This design comes from an exercise in tuning for small area, a short achievable clock period and few clock cycles per item on the open sky130 flow, not from production work. The RTL of this run was laid out without a check of its function.

$ cat design/flow/config.mk
export PLATFORM = sky130hd
export DESIGN_NAME = cordic_top
export DESIGN_NICKNAME = cordic_top
export VERILOG_FILES = /design/flow/design.v
export SDC_FILE = /design/flow/constraint.sdc
export NUM_CORES = 4
export LEC_CHECK = 0
export CAP_MARGIN = 20
export CORE_MARGIN = 2
export CORE_UTILIZATION = 40
export PLACE_DENSITY = 0.6
export SETUP_SLACK_MARGIN = 3.0
export SLEW_MARGIN = 20
$ cat design/flow/constraint.sdc
create_clock -name core_clock -period 6.0 [get_ports {clk}]
set_input_delay 1.2000 -clock core_clock [delete_from_list [all_inputs] [get_ports {clk}]]
set_output_delay 1.2000 -clock core_clock [all_outputs]
set_load 0.01 [all_outputs]
$ cat design/flow/design.v
module fifo (
	input  logic clk,
	input  logic rst,
	input  logic put,           
	input  logic take,          
	input  logic [ 16:0 ] din,
	output logic [ 16:0 ] dout,
	output logic full,
	output logic full_c         
);
	always_ff @( posedge clk ) begin
		if ( put )
			dout <= din;
	end
	assign full_c = put | ( full & ~take );
	always_ff @( posedge clk, posedge rst ) begin
		if ( rst )
			full <= 1'b0;
		else
			full <= full_c;
	end
endmodule
module cordic_xy #(
	parameter SH = 0
)
(
	input  logic sgn,
	input  logic nsgn,
	input  logic [ 15:0 ] x_in,
	input  logic [ 15:0 ] y_in,
	output logic [ 15:0 ] x_out,
	output logic [ 15:0 ] y_out
);
	logic signed [ 15:0 ] xi, yi, xt, yt;
	assign xi = x_in;
	assign yi = y_in;
	assign xt = xi >>> SH;
	assign yt = yi >>> SH;
	cordic_add #( .W( 16 ) ) u_x ( .a( x_in ), .b( yt ^ { 16{ nsgn } } ), .cin( nsgn ), .s( x_out ) );
	cordic_add #( .W( 16 ) ) u_y ( .a( y_in ), .b( xt ^ { 16{ sgn } } ), .cin( sgn ), .s( y_out ) );
endmodule
module cordic_add #(
	parameter W = 16
)
(
	input  logic [ W-1:0 ] a,
	input  logic [ W-1:0 ] b,
	input  logic cin,
	output logic [ W-1:0 ] s
);
	localparam L = $clog2( W );
	logic [ W-1:0 ] g0, p0;
	logic [ W-1:0 ] g [ 0:L ];
	logic [ W-1:0 ] p [ 0:L ];
	assign p0 = a ^ b;
	assign g0 = a & b;
	assign g[ 0 ] = { g0[ W-1:1 ], g0[ 0 ] | ( p0[ 0 ] & cin ) };
	assign p[ 0 ] = p0;
	genvar l, i;
	for ( l = 0; l < L; l = l + 1 ) begin : g_lvl
		for ( i = 0; i < W; i = i + 1 ) begin : g_bit
			if ( i & ( 1 << l ) ) begin : g_op
				localparam int J = ( ( i >> l ) << l ) - 1;
				assign g[ l + 1 ][ i ] = g[ l ][ i ] | ( p[ l ][ i ] & g[ l ][ J ] );
				assign p[ l + 1 ][ i ] = p[ l ][ i ] & p[ l ][ J ];
			end
			else begin : g_pass
				assign g[ l + 1 ][ i ] = g[ l ][ i ];
				assign p[ l + 1 ][ i ] = p[ l ][ i ];
			end
		end
	end
	if ( W > 1 ) begin : g_sum
		assign s = p0 ^ { g[ L ][ W-2:0 ], cin };
	end
	else begin : g_sum1
		assign s = p0 ^ cin;
	end
endmodule
module cordic (
	input  logic clk,
	input  logic adv,
	input  logic in_f,
	input  logic [ 15:0 ] in_z,
	output logic [ 31:0 ] res
);
	logic [0:0] p1_f;
	logic [15:0] p1_z;
	logic c1_s0;
	logic [14:0] c1_z1;
	logic [0:0] p2_f;
	logic [0:0] p2_s0;
	logic [14:0] p2_z;
	logic c2_s1;
	logic [13:0] c2_z2;
	logic [0:0] p3_f;
	logic [0:0] p3_s0;
	logic [0:0] p3_s1;
	logic [13:0] p3_z;
	logic c3_s2;
	logic [12:0] c3_z3;
	logic [0:0] p4_f;
	logic [0:0] p4_s0;
	logic [0:0] p4_s1;
	logic [0:0] p4_s2;
	logic [12:0] p4_z;
	logic c4_s3;
	logic [11:0] c4_z4;
	logic [0:0] p5_f;
	logic [0:0] p5_s0;
	logic [0:0] p5_s1;
	logic [0:0] p5_s2;
	logic [0:0] p5_s3;
	logic [11:0] p5_z;
	logic c5_s4;
	logic [10:0] c5_z5;
	logic [0:0] p6_f;
	logic [0:0] p6_s0;
	logic [0:0] p6_s1;
	logic [0:0] p6_s2;
	logic [0:0] p6_s3;
	logic [0:0] p6_s4;
	logic [10:0] p6_z;
	logic c6_s5;
	logic [9:0] c6_z6;
	logic [6:0] c6_rom_a;
	logic [31:0] c6_rom_d;
	logic [9:0] p7_z;
	logic [15:0] p7_x;
	logic [15:0] p7_y;
	logic c7_s6;
	logic [8:0] c7_z7;
	logic [15:0] c7_x7, c7_y7;
	logic [8:0] p8_z;
	logic [15:0] p8_x;
	logic [15:0] p8_y;
	logic c8_s7;
	logic [8:0] c8_z8;
	logic [15:0] c8_x8, c8_y8;
	logic [8:0] p9_z;
	logic [15:0] p9_x;
	logic [15:0] p9_y;
	logic c9_s8;
	logic [7:0] c9_z9;
	logic [15:0] c9_x9, c9_y9;
	logic [7:0] p10_z;
	logic [15:0] p10_x;
	logic [15:0] p10_y;
	logic c10_s9;
	logic [6:0] c10_z10;
	logic [15:0] c10_x10, c10_y10;
	logic [6:0] p11_z;
	logic [15:0] p11_x;
	logic [15:0] p11_y;
	logic c11_s10;
	logic [5:0] c11_z11;
	logic [15:0] c11_x11, c11_y11;
	logic [5:0] p12_z;
	logic [15:0] p12_x;
	logic [15:0] p12_y;
	logic c12_s11;
	logic [4:0] c12_z12;
	logic [15:0] c12_x12, c12_y12;
	logic [4:0] p13_z;
	logic [15:0] p13_x;
	logic [15:0] p13_y;
	logic c13_s12;
	logic [4:0] c13_z13;
	logic [15:0] c13_x13, c13_y13;
	logic [4:0] p14_z;
	logic [15:0] p14_x;
	logic [15:0] p14_y;
	logic c14_s13;
	logic [4:0] c14_z14;
	logic c14_s14;
	logic [15:0] c14_x14, c14_y14;
	logic [0:0] p15_s14;
	logic [15:0] p15_x;
	logic [15:0] p15_y;
	logic [15:0] c15_x15, c15_y15;
	logic [0:0] p16_s14;
	logic [15:0] p16_x;
	logic [15:0] p16_y;
	logic [15:0] c16_x16, c16_y16;
	always_ff @( posedge clk ) if ( adv ) begin p1_f <= in_f; p1_z <= in_z; end
	assign c1_s0 = p1_z[15];
	cordic_add #( .W( 15 ) ) u_c1_z1 ( .a( p1_z[14:0] ), .b( 15'd12867 ^ { 15{ ~c1_s0 } } ), .cin( ~c1_s0 ), .s( c1_z1 ) );
	always_ff @( posedge clk ) if ( adv ) begin p2_f <= p1_f; p2_s0 <= c1_s0; p2_z <= c1_z1[14:0]; end
	assign c2_s1 = p2_z[14];
	cordic_add #( .W( 14 ) ) u_c2_z2 ( .a( p2_z[13:0] ), .b( 14'd7596 ^ { 14{ ~c2_s1 } } ), .cin( ~c2_s1 ), .s( c2_z2 ) );
	always_ff @( posedge clk ) if ( adv ) begin p3_f <= p2_f; p3_s0 <= p2_s0; p3_s1 <= c2_s1; p3_z <= c2_z2[13:0]; end
	assign c3_s2 = p3_z[13];
	cordic_add #( .W( 13 ) ) u_c3_z3 ( .a( p3_z[12:0] ), .b( 13'd4013 ^ { 13{ ~c3_s2 } } ), .cin( ~c3_s2 ), .s( c3_z3 ) );
	always_ff @( posedge clk ) if ( adv ) begin p4_f <= p3_f; p4_s0 <= p3_s0; p4_s1 <= p3_s1; p4_s2 <= c3_s2; p4_z <= c3_z3[12:0]; end
	assign c4_s3 = p4_z[12];
	cordic_add #( .W( 12 ) ) u_c4_z4 ( .a( p4_z[11:0] ), .b( 12'd2037 ^ { 12{ ~c4_s3 } } ), .cin( ~c4_s3 ), .s( c4_z4 ) );
	always_ff @( posedge clk ) if ( adv ) begin p5_f <= p4_f; p5_s0 <= p4_s0; p5_s1 <= p4_s1; p5_s2 <= p4_s2; p5_s3 <= c4_s3; p5_z <= c4_z4[11:0]; end
	assign c5_s4 = p5_z[11];
	cordic_add #( .W( 11 ) ) u_c5_z5 ( .a( p5_z[10:0] ), .b( 11'd1022 ^ { 11{ ~c5_s4 } } ), .cin( ~c5_s4 ), .s( c5_z5 ) );
	always_ff @( posedge clk ) if ( adv ) begin p6_f <= p5_f; p6_s0 <= p5_s0; p6_s1 <= p5_s1; p6_s2 <= p5_s2; p6_s3 <= p5_s3; p6_s4 <= c5_s4; p6_z <= c5_z5[10:0]; end
	assign c6_s5 = p6_z[10];
	cordic_add #( .W( 10 ) ) u_c6_z6 ( .a( p6_z[9:0] ), .b( 10'd511 ^ { 10{ ~c6_s5 } } ), .cin( ~c6_s5 ), .s( c6_z6 ) );
	assign c6_rom_a = { c6_s5, p6_s4, p6_s3, p6_s2, p6_s1, p6_s0, p6_f };
	localparam logic [ 4095:0 ] C6_ROM_TAB = {
		32'h09013f5c, 32'hf6fcc0a9, 32'hc0a40904, 32'h3f57f701,
		32'hd2b82d38, 32'h2d45d2c9, 32'hd2c8d2bb, 32'h2d372d48,
		32'hea223c25, 32'h15dcc3de, 32'hc3dbea25, 32'h3c2215dd,
		32'hc2c61297, 32'h3d39ed6a, 32'hed69c2c6, 32'h12963d3a,
		32'hf9213fa0, 32'h06dcc063, 32'hc061f924, 32'h3f9d06df,
		32'hc8fc20ae, 32'h3703df52, 32'hdf51c8fd, 32'h20ad3704,
		32'hdbff34e7, 32'h23fecb1a, 32'hcb19dc02, 32'h34e623ff,
		32'hc01502f3, 32'h3fecfd0e, 32'hfd0dc014, 32'h02f43feb,
		32'h010c3ffc, 32'hfef3c007, 32'hc004010d, 32'h3ff9fef6,
		32'hcd72273a, 32'h328dd8c5, 32'hd8c6cd73, 32'h2739328e,
		32'he2d038f3, 32'h1d2ec70e, 32'hc70de2d1, 32'h38f21d2f,
		32'hc0ef0ad2, 32'h3f12f52d, 32'hf52ec0ef, 32'h0ad33f11,
		32'hf1443e45, 32'h0ebbc1bc, 32'hc1baf145, 32'h3e440ebc,
		32'hc5581994, 32'h3aa9e66c, 32'he66dc557, 32'h19933aa8,
		32'hd5b33003, 32'h2a4ccffc, 32'hcffdd5b4, 32'h30042a4d,
		32'hc037faf6, 32'h3fcc0509, 32'h050ac034, 32'hfaf93fc9,
		32'h05093fcc, 32'hfaf6c037, 32'hc034050a, 32'h3fc9faf9,
		32'hcffc2a4c, 32'h3003d5b3, 32'hd5b4cffd, 32'h2a4d3004,
		32'he66c3aa9, 32'h1994c558, 32'hc557e66d, 32'h3aa81993,
		32'hc1bc0ebb, 32'h3e45f144, 32'hf145c1ba, 32'h0ebc3e44,
		32'hf52d3f12, 32'h0ad2c0ef, 32'hc0eff52e, 32'h3f110ad3,
		32'hc70e1d2e, 32'h38f3e2d0, 32'he2d1c70d, 32'h1d2f38f2,
		32'hd8c5328d, 32'h273acd72, 32'hcd73d8c6, 32'h328e2739,
		32'hc007fef3, 32'h3ffc010c, 32'h010dc004, 32'hfef63ff9,
		32'hfd0e3fec, 32'h02f3c015, 32'hc014fd0d, 32'h3feb02f4,
		32'hcb1a23fe, 32'h34e7dbff, 32'hdc02cb19, 32'h23ff34e6,
		32'hdf523703, 32'h20aec8fc, 32'hc8fddf51, 32'h370420ad,
		32'hc06306dc, 32'h3fa0f921, 32'hf924c061, 32'h06df3f9d,
		32'hed6a3d39, 32'h1297c2c6, 32'hc2c6ed69, 32'h3d3a1296,
		32'hc3de15dc, 32'h3c25ea22, 32'hea25c3db, 32'h15dd3c22,
		32'hd2c92d45, 32'h2d38d2b8, 32'hd2bbd2c8, 32'h2d482d37,
		32'hc0a9f6fc, 32'h3f5c0901, 32'h0904c0a4, 32'hf7013f57
	};
	assign c6_rom_d = C6_ROM_TAB[ c6_rom_a * 32 +: 32 ];
	always_ff @( posedge clk ) if ( adv ) begin p7_z <= c6_z6[9:0]; p7_x <= c6_rom_d[31:16]; p7_y <= c6_rom_d[15:0]; end
	assign c7_s6 = p7_z[9];
	cordic_add #( .W( 9 ) ) u_c7_z7 ( .a( p7_z[8:0] ), .b( 9'd255 ^ { 9{ ~c7_s6 } } ), .cin( ~c7_s6 ), .s( c7_z7 ) );
	cordic_xy #( .SH( 6 ) ) u_c7_xy6 ( .sgn( c7_s6 ), .nsgn( ~c7_s6 ), .x_in( p7_x ), .y_in( p7_y ), .x_out( c7_x7 ), .y_out( c7_y7 ) );
	always_ff @( posedge clk ) if ( adv ) begin p8_z <= c7_z7[8:0]; p8_x <= c7_x7; p8_y <= c7_y7; end
	assign c8_s7 = p8_z[8];
	cordic_add #( .W( 9 ) ) u_c8_z8 ( .a( p8_z[8:0] ), .b( 9'd127 ^ { 9{ ~c8_s7 } } ), .cin( ~c8_s7 ), .s( c8_z8 ) );
	cordic_xy #( .SH( 7 ) ) u_c8_xy7 ( .sgn( c8_s7 ), .nsgn( ~c8_s7 ), .x_in( p8_x ), .y_in( p8_y ), .x_out( c8_x8 ), .y_out( c8_y8 ) );
	always_ff @( posedge clk ) if ( adv ) begin p9_z <= c8_z8[8:0]; p9_x <= c8_x8; p9_y <= c8_y8; end
	assign c9_s8 = p9_z[8];
	cordic_add #( .W( 8 ) ) u_c9_z9 ( .a( p9_z[7:0] ), .b( 8'd63 ^ { 8{ ~c9_s8 } } ), .cin( ~c9_s8 ), .s( c9_z9 ) );
	cordic_xy #( .SH( 8 ) ) u_c9_xy8 ( .sgn( c9_s8 ), .nsgn( ~c9_s8 ), .x_in( p9_x ), .y_in( p9_y ), .x_out( c9_x9 ), .y_out( c9_y9 ) );
	always_ff @( posedge clk ) if ( adv ) begin p10_z <= c9_z9[7:0]; p10_x <= c9_x9; p10_y <= c9_y9; end
	assign c10_s9 = p10_z[7];
	cordic_add #( .W( 7 ) ) u_c10_z10 ( .a( p10_z[6:0] ), .b( 7'd31 ^ { 7{ ~c10_s9 } } ), .cin( ~c10_s9 ), .s( c10_z10 ) );
	cordic_xy #( .SH( 9 ) ) u_c10_xy9 ( .sgn( c10_s9 ), .nsgn( ~c10_s9 ), .x_in( p10_x ), .y_in( p10_y ), .x_out( c10_x10 ), .y_out( c10_y10 ) );
	always_ff @( posedge clk ) if ( adv ) begin p11_z <= c10_z10[6:0]; p11_x <= c10_x10; p11_y <= c10_y10; end
	assign c11_s10 = p11_z[6];
	cordic_add #( .W( 6 ) ) u_c11_z11 ( .a( p11_z[5:0] ), .b( 6'd15 ^ { 6{ ~c11_s10 } } ), .cin( ~c11_s10 ), .s( c11_z11 ) );
	cordic_xy #( .SH( 10 ) ) u_c11_xy10 ( .sgn( c11_s10 ), .nsgn( ~c11_s10 ), .x_in( p11_x ), .y_in( p11_y ), .x_out( c11_x11 ), .y_out( c11_y11 ) );
	always_ff @( posedge clk ) if ( adv ) begin p12_z <= c11_z11[5:0]; p12_x <= c11_x11; p12_y <= c11_y11; end
	assign c12_s11 = p12_z[5];
	cordic_add #( .W( 5 ) ) u_c12_z12 ( .a( p12_z[4:0] ), .b( 5'd7 ^ { 5{ ~c12_s11 } } ), .cin( ~c12_s11 ), .s( c12_z12 ) );
	cordic_xy #( .SH( 11 ) ) u_c12_xy11 ( .sgn( c12_s11 ), .nsgn( ~c12_s11 ), .x_in( p12_x ), .y_in( p12_y ), .x_out( c12_x12 ), .y_out( c12_y12 ) );
	always_ff @( posedge clk ) if ( adv ) begin p13_z <= c12_z12[4:0]; p13_x <= c12_x12; p13_y <= c12_y12; end
	assign c13_s12 = p13_z[4];
	cordic_add #( .W( 5 ) ) u_c13_z13 ( .a( p13_z[4:0] ), .b( 5'd3 ^ { 5{ ~c13_s12 } } ), .cin( ~c13_s12 ), .s( c13_z13 ) );
	cordic_xy #( .SH( 12 ) ) u_c13_xy12 ( .sgn( c13_s12 ), .nsgn( ~c13_s12 ), .x_in( p13_x ), .y_in( p13_y ), .x_out( c13_x13 ), .y_out( c13_y13 ) );
	always_ff @( posedge clk ) if ( adv ) begin p14_z <= c13_z13[4:0]; p14_x <= c13_x13; p14_y <= c13_y13; end
	assign c14_s13 = p14_z[4];
	cordic_add #( .W( 5 ) ) u_c14_z14 ( .a( p14_z[4:0] ), .b( 5'd1 ^ { 5{ ~c14_s13 } } ), .cin( ~c14_s13 ), .s( c14_z14 ) );
	assign c14_s14 = c14_z14[4];
	cordic_xy #( .SH( 13 ) ) u_c14_xy13 ( .sgn( c14_s13 ), .nsgn( ~c14_s13 ), .x_in( p14_x ), .y_in( p14_y ), .x_out( c14_x14 ), .y_out( c14_y14 ) );
	always_ff @( posedge clk ) if ( adv ) begin p15_s14 <= c14_s14; p15_x <= c14_x14; p15_y <= c14_y14; end
	cordic_xy #( .SH( 14 ) ) u_c15_xy14 ( .sgn( p15_s14 ), .nsgn( ~p15_s14 ), .x_in( p15_x ), .y_in( p15_y ), .x_out( c15_x15 ), .y_out( c15_y15 ) );
	always_ff @( posedge clk ) if ( adv ) begin p16_s14 <= p15_s14; p16_x <= c15_x15; p16_y <= c15_y15; end
	cordic_xy #( .SH( 15 ) ) u_c16_xy15 ( .sgn( p16_s14 ), .nsgn( ~p16_s14 ), .x_in( p16_x ), .y_in( p16_y ), .x_out( c16_x16 ), .y_out( c16_y16 ) );
	assign res = { c16_x16, c16_y16 };
endmodule
module cordic_top (
	input logic clk,
	input logic rst,
	input logic signed [ 31:0 ] in_din,
	input logic in_we,
	input logic out_re,
	output logic in_full,
	output logic signed [ 1:0 ] [ 15:0 ] out_dout,
	output logic out_empty
);
	localparam logic signed [ 31:0 ]
		PI       = 32'sd51472,
		TWO_PI   = 32'sd102944,
		HALF_PI  = 32'sd25736,
		THREE_HALF_PI = 32'sd77208;
	localparam logic [ 15:0 ] PI_LO = 16'd51472, TWO_PI_LO = 16'd37408;  
	localparam logic [ 31:0 ] RES_ZERO = { 16'sd16383, 16'sd2 };
	logic accept, adv, stuck;
	logic signed [ 31:0 ] r, src;
	logic [ 16:0 ] e_dout;
	logic e_full, e_full_c;
	logic busy, busy_c, far_in, far_q, big_q, cy, step_lo_en;
	logic [ 1:0 ] ph;
	logic [ 20:0 ] lo_sum;
	logic [ 19:0 ] k_lo;
	localparam logic [ 19:0 ]
		K2  = 20'd102944,      
		K8  = 20'd411776,      
		K2N = 20'd945632,      
		K8N = 20'd636800;      
	assign far_in = ( in_din > TWO_PI ) || ( in_din < -TWO_PI );
	assign k_lo = r[ 31 ] ? ( big_q ? K8 : K2 ) : ( big_q ? K8N : K2N );
	cordic_add #( .W( 21 ) ) u_step ( .a( { 1'b0, r[ 19:0 ] } ), .b( { 1'b0, k_lo } ), .cin( 1'b0 ), .s( lo_sum ) );
	assign step_lo_en = busy & ( ph == 2'd0 ) & far_q;
	always_ff @( posedge clk ) begin
		if ( accept )
			r[ 19:0 ] <= in_din[ 19:0 ];
		else if ( step_lo_en )
			r[ 19:0 ] <= lo_sum[ 19:0 ];
	end
	always_ff @( posedge clk ) begin
		if ( accept )
			r[ 31:20 ] <= in_din[ 31:20 ];
		else if ( busy && ph == 2'd1 )
			r[ 31:20 ] <= r[ 31 ] ? r[ 31:20 ] + { 11'd0, cy } : r[ 31:20 ] - { 11'd0, ~cy };
	end
	always_ff @( posedge clk ) begin
		cy <= lo_sum[ 20 ];
		if ( accept ) begin
			far_q <= far_in;
			big_q <= ( in_din >= 32'sd1048576 ) || ( in_din < -32'sd1048576 );
		end
		else if ( ph == 2'd2 ) begin
			far_q <= ( r > TWO_PI ) || ( r < -TWO_PI );
			big_q <= ( r >= 32'sd1048576 ) || ( r < -32'sd1048576 );
		end
	end
	always_ff @( posedge clk, posedge rst ) begin
		if ( rst )
			ph <= 2'd0;
		else if ( accept )
			ph <= 2'd0;
		else if ( step_lo_en || ph != 2'd0 )
			ph <= ( ph == 2'd2 ) ? 2'd0 : ph + 2'd1;
	end
	assign busy_c = accept ? far_in : ( busy & ( ph != 2'd0 || far_q ) );
	logic signed [ 17:0 ] rs;
	logic sub2, sub1, add2, add1;
	logic [ 15:0 ] z_k, z_red;
	logic f_red;
	assign src = accept ? in_din : r;
	assign rs = src[ 17:0 ];
	always_ff @( posedge clk ) begin
		sub2 <= rs >= THREE_HALF_PI;
		sub1 <= ( rs > HALF_PI ) && ( rs < THREE_HALF_PI );
		add2 <= rs <= -THREE_HALF_PI;
		add1 <= ( rs < -HALF_PI ) && ( rs > -THREE_HALF_PI );
	end
	assign z_k = ( { 16{ sub2 } } & ( -TWO_PI_LO ) ) | ( { 16{ sub1 } } & ( -PI_LO ) ) |
		( { 16{ add2 } } & TWO_PI_LO ) | ( { 16{ add1 } } & PI_LO );
	cordic_add #( .W( 16 ) ) u_red ( .a( e_full ? e_dout[ 15:0 ] : r[ 15:0 ] ), .b( e_full ? 16'd0 : z_k ),
		.cin( 1'b0 ), .s( z_red ) );
	assign f_red = e_full ? e_dout[ 16 ] : ( sub1 | add1 );
	logic p_f;
	logic [ 15:0 ] p_z;
	logic [ 31:0 ] res;
	assign adv = ( accept | e_full ) & ~stuck;
	fifo
	hold_inst (
		.clk( clk ),
		.rst( rst ),
		.put( accept & stuck ),
		.take( adv ),
		.din( { f_red, z_red } ),
		.dout( e_dout ),
		.full( e_full ),
		.full_c( e_full_c )
	);
	assign { p_f, p_z } = { f_red, z_red };
	cordic
	cordic_inst (
		.clk( clk ),
		.adv( adv ),
		.in_f( p_f ),
		.in_z( p_z ),
		.res( res )
	);
	logic [ 4:0 ] cnt;       
	logic word_zero, word_res0;
	always_ff @( posedge clk, posedge rst ) begin
		if ( rst )
			cnt <= 5'd0;
		else if ( adv && cnt != 5'd17 )
			cnt <= cnt + 5'd1;
	end
	assign word_zero = cnt < 5'd16;
	assign word_res0 = cnt == 5'd16;
	always_ff @( posedge clk ) begin
		if ( adv ) begin
			if ( word_zero )
				out_dout <= 32'h0;
			else if ( word_res0 )
				out_dout <= RES_ZERO;
			else
				out_dout <= res;
		end
	end
	logic out_valid, in_open;
	assign stuck = out_valid & ~out_re;
	assign accept = in_we & in_open;
	always_ff @( posedge clk, posedge rst ) begin
		if ( rst ) begin
			out_empty <= 1'b1;
			out_valid <= 1'b0;
			busy <= 1'b0;
			in_full <= 1'b0;
			in_open <= 1'b1;
		end
		else begin
			if ( adv ) begin
				out_empty <= 1'b0;
				out_valid <= 1'b1;
			end
			else if ( out_re ) begin
				out_empty <= 1'b1;
				out_valid <= 1'b0;
			end
			busy <= busy_c;
			in_full <= busy_c | busy | e_full_c;
			in_open <= ~( busy_c | busy | e_full_c );
		end
	end
endmodule
$ cat design/flow/run.sh
#!/bin/bash
# synth_recipe.tcl (not shown) runs the flow's synth.tcl, then flattens the netlist and writes it again
# the make line also repeats each setting of config.mk as NAME=value (left out here)
make -C /OpenROAD-flow-scripts/flow DESIGN_CONFIG=/design/flow/config.mk WORK_HOME=/design/flow/orfs CLKGATE_MAP_FILE= SYNTH_SCRIPT=/design/flow/synth_recipe.tcl finish
==> impl_metrics.tcl <==
set metrics [dict create \
    status "finished clean" \
    critPathArrivalTime_ps 3550 \
    syn_to_final_growth_pct 19.5 \
    die_h_microns 322 \
    r2r-start "cordic_inst.p16_s14$_DFFE_PP_" \
    yosys_most_used_dff "edfxtp_1" \
    hpwl_mm 66.9 \
    preCtsSetupSlack_ps 1650 \
    ys_ff_latch 582 \
    critPathMaxStageDelay_ps 550 \
    path_clk_slew_ps 60 \
    crit_chain "buf_6, xor2_4, clkinvlp_4, ha_4, or4_4, o2111ai_4, a21oi_4, o31a_1, nor2_2, xor2_1, nor2_1" \
    synth_top_family_by_area "adder cells" \
    postPlaceCellArea_sq_um 43000 \
    holdBufCountCts 0 \
    drt-initial-drc-count 2152 \
    cp_num_cells 11 \
    cp_max_fo 5 \
    wl_mm 96.8 \
    worst_pin_slew_ps 957 \
    vias 28900 \
    holdPathEnd "cordic_inst.p3_z[1]$_DFFE_PP_" \
    routed_via_density 5.50 \
    nNetsFinal 4485 \
    skew_ps 37.7 \
    hold-path-cell-count 0 \
    period_needed_ps 3200 \
    hold_viol_final 0 \
    grt_pass1_vias 28300 \
    muxShareOfSynthArea_pct 1.28 \
    max_freq_mhz 313 \
    cts_sinks 582 \
    start_util_pct 40.4 \
    final_common_cell "edfxtp_1" \
    setup.worst_path.start "cordic_inst.p16_s14$_DFFE_PP_" \
    antenna_found_initial 0 \
    rr_worst_depth 11 \
    wl_per_cell_microns 18.4 \
    grt_use_total_pct 18.4 \
    ios 70 \
    netlist_area_sq_um 40500 \
    fin_area_sq_um 48300 \
    cts-buffers-inserted 69 \
    drive_gt1_share_pct 15.2 \
    rrSetupSlack_ps 2800 \
    syn_area_per_cell_sq_um 11.0 \
    drv_cap 0 \
    holdCritStartpoint "cordic_inst.p2_z[1]$_DFFE_PP_" \
    gp_congestion 0.931 \
    hold_path_class "reg2reg" \
    synthXorXnorAreaFrac_pct 8.83 \
    synth-edff-count 564 \
    synthAdderAreaFrac_pct 19.1 \
    clockRootBuffer "clkbuf_16" \
    cts_tree "built" \
    yosysWarnings 42 \
    reg2reg_to "out_dout[30]$_SDFFCE_PP0P_" \
    die_x_microns 322 \
    grt.overflow.total 0 \
    period_share_pct 53.3 \
    h-tree-depth 3 \
    row_count 116 \
    final-setup-viol-count 0 \
    drtPass1Iterations 6 \
    rsz0062_at_grt "yes" \
    synth-seq-area-share_pct 42.9 \
    synthArstFlopShare_pct 2.23 \
    startpoint_type "flip-flop" \
    setup_ws_ps 2800 \
    cts_buffer_depth 3 \
    slew_headroom_pct 36.1 \
    portBuffers 69 \
    insertion_delay_ps 630 \
    syn_inst 3668 \
    synth_nets 4245 \
    drv_slew 0 \
    die-area_sq_um 104000 \
    grt_max_degree 146 \
    drc_errors 0 \
    coreArea_sq_um 100000 \
    synth_compound_area_share_pct 15.4 \
    diodes 0 \
    postRouteAntennaNets 0 \
    grt_first_pass_wirelength_mm 152 \
    critPathTopFamily "simple AND/OR/NAND/NOR gates" \
    synth_cell_types 83 \
    worstPathBufferInverterCount 2 \
    utilization_pct 48.3 \
    largestRegisters "out_dout (32), r (32), hold_inst.dout (17)" \
    end_kind "flip-flop" \
    yosys.area_share.simple_pct 9.33 \
    final_cell_mix "564 x edfxtp_1, 394 x ha_1, 230 x a21oi_1" \
    cpMaxStageDelayCell "or4_4" \
    path_class "reg2reg" \
    cp.required_ps 6350 \
]
worst max path at each step:
stage / endpoint / slack [ps]
5_1_grt: out_dout[30]$_SDFFCE_PP0P_ / 2710
4_1_cts: out_dout[30]$_SDFFCE_PP0P_ / 2830
6_report: out_dout[30]$_SDFFCE_PP0P_ / 2800
3_5_place_dp: cordic_inst.p13_z[2]$_DFFE_PP_ / 1650
3_3_place_gp: cordic_inst.p11_z[1]$_DFFE_PP_ / 1730
2_1_floorplan: cnt[3]$_DFFE_PP0P_ / -4060
area by class of cell:
class	count	area, sq um
timing repair inverter	2	16.3
fill	9069	51800
multi-input combinational	2753	23400
inverter	219	871
tap	1298	1620
timing repair buffer	281	2740
clock buffer	84	1870
sequential	582	17400
clock inverter	41	432
what timing repair did:
item	in CTS	in global routing
gates resized for setup	156	176
buffers inserted	104	72
gates cloned	7	2
setup endpoints to repair	710	303
pin swaps	48	96
layer usage:
layer / part of all wire (%) / global-route usage, % / wire length, microns / vias up
li1: - / - / - / 14000
met1: 43 / 24.0 / 41300 / 14000
met2: 49 / 30.8 / 47100 / 788
met3: 4.8 / 2.54 / 4660 / 218
met4: 3.9 / 7.62 / 3750 / 0
met5: 0 / 0 / 0 / -
stage by stage:
step,instances,hold WS [ps],TNS (ps)
global placement,4950,402,0
finish,5260,417,0
CTS,5186,419,0
floorplan,3668,400,-1889720
global route,5260,424,0
detailed placement,4950,405,0
cell families after synthesis:
| family | Yosys count |
|---|---|
| AOI/OAI and AO/OA | 962 |
| and+or+nand+nor | 800 |
| DFF | 582 |
| adders and majority gates | 541 |
| xor gates and xnor gates | 408 |
| buffers and inverters | 334 |
| muxes | 41 |
synth_stat cells, drive strengths merged, types with 47 or more instances:
cell	number	area (sq um)
o21a	57	428
fa	127	2540
clkbuf	71	267
inv	218	818
a21o	86	646
nor3	58	290
nor2	236	886
edfxtp	564	16900
nor2b	47	294
nand2	219	822
xor2	223	1950
nand3	58	290
nand2b	53	332
xnor2	185	1620
a211oi	55	413
ha	414	5180
o21ai	239	1210
a21oi	262	1320

what the ideal ports hide:
The results above use ideal ports. As a check the final layout listed here was re-extracted and re-timed, cells and wires unchanged. Step 1 (the two cells are an assumption about what drives the block):
set clk [get_ports {clk}]
set_driving_cell -lib_cell sky130_fd_sc_hd__clkbuf_16 $clk
set_driving_cell -lib_cell sky130_fd_sc_hd__buf_2 [delete_from_list [all_inputs] $clk]
Step 2 moves the port delays by t, midway between the first and last clock arrival at a register: inputs arrive t later, outputs are due t later. That takes back most of the time a late clock gives input paths. Slacks: ideal / step 1 / step 2; pairs: ideal / step 1.
t (ns): 0.680
setup slack, ns: 2.801 / 2.801 / 2.484
worst hold slack (ns): 0.417 / 0.417 / 0.417
pins driven straight from the clock port: 1
After both steps setup and hold are still met in this run. For this run, drivers alone change the setup slack by 0.000 ns; drivers and shift together by -0.317 ns.
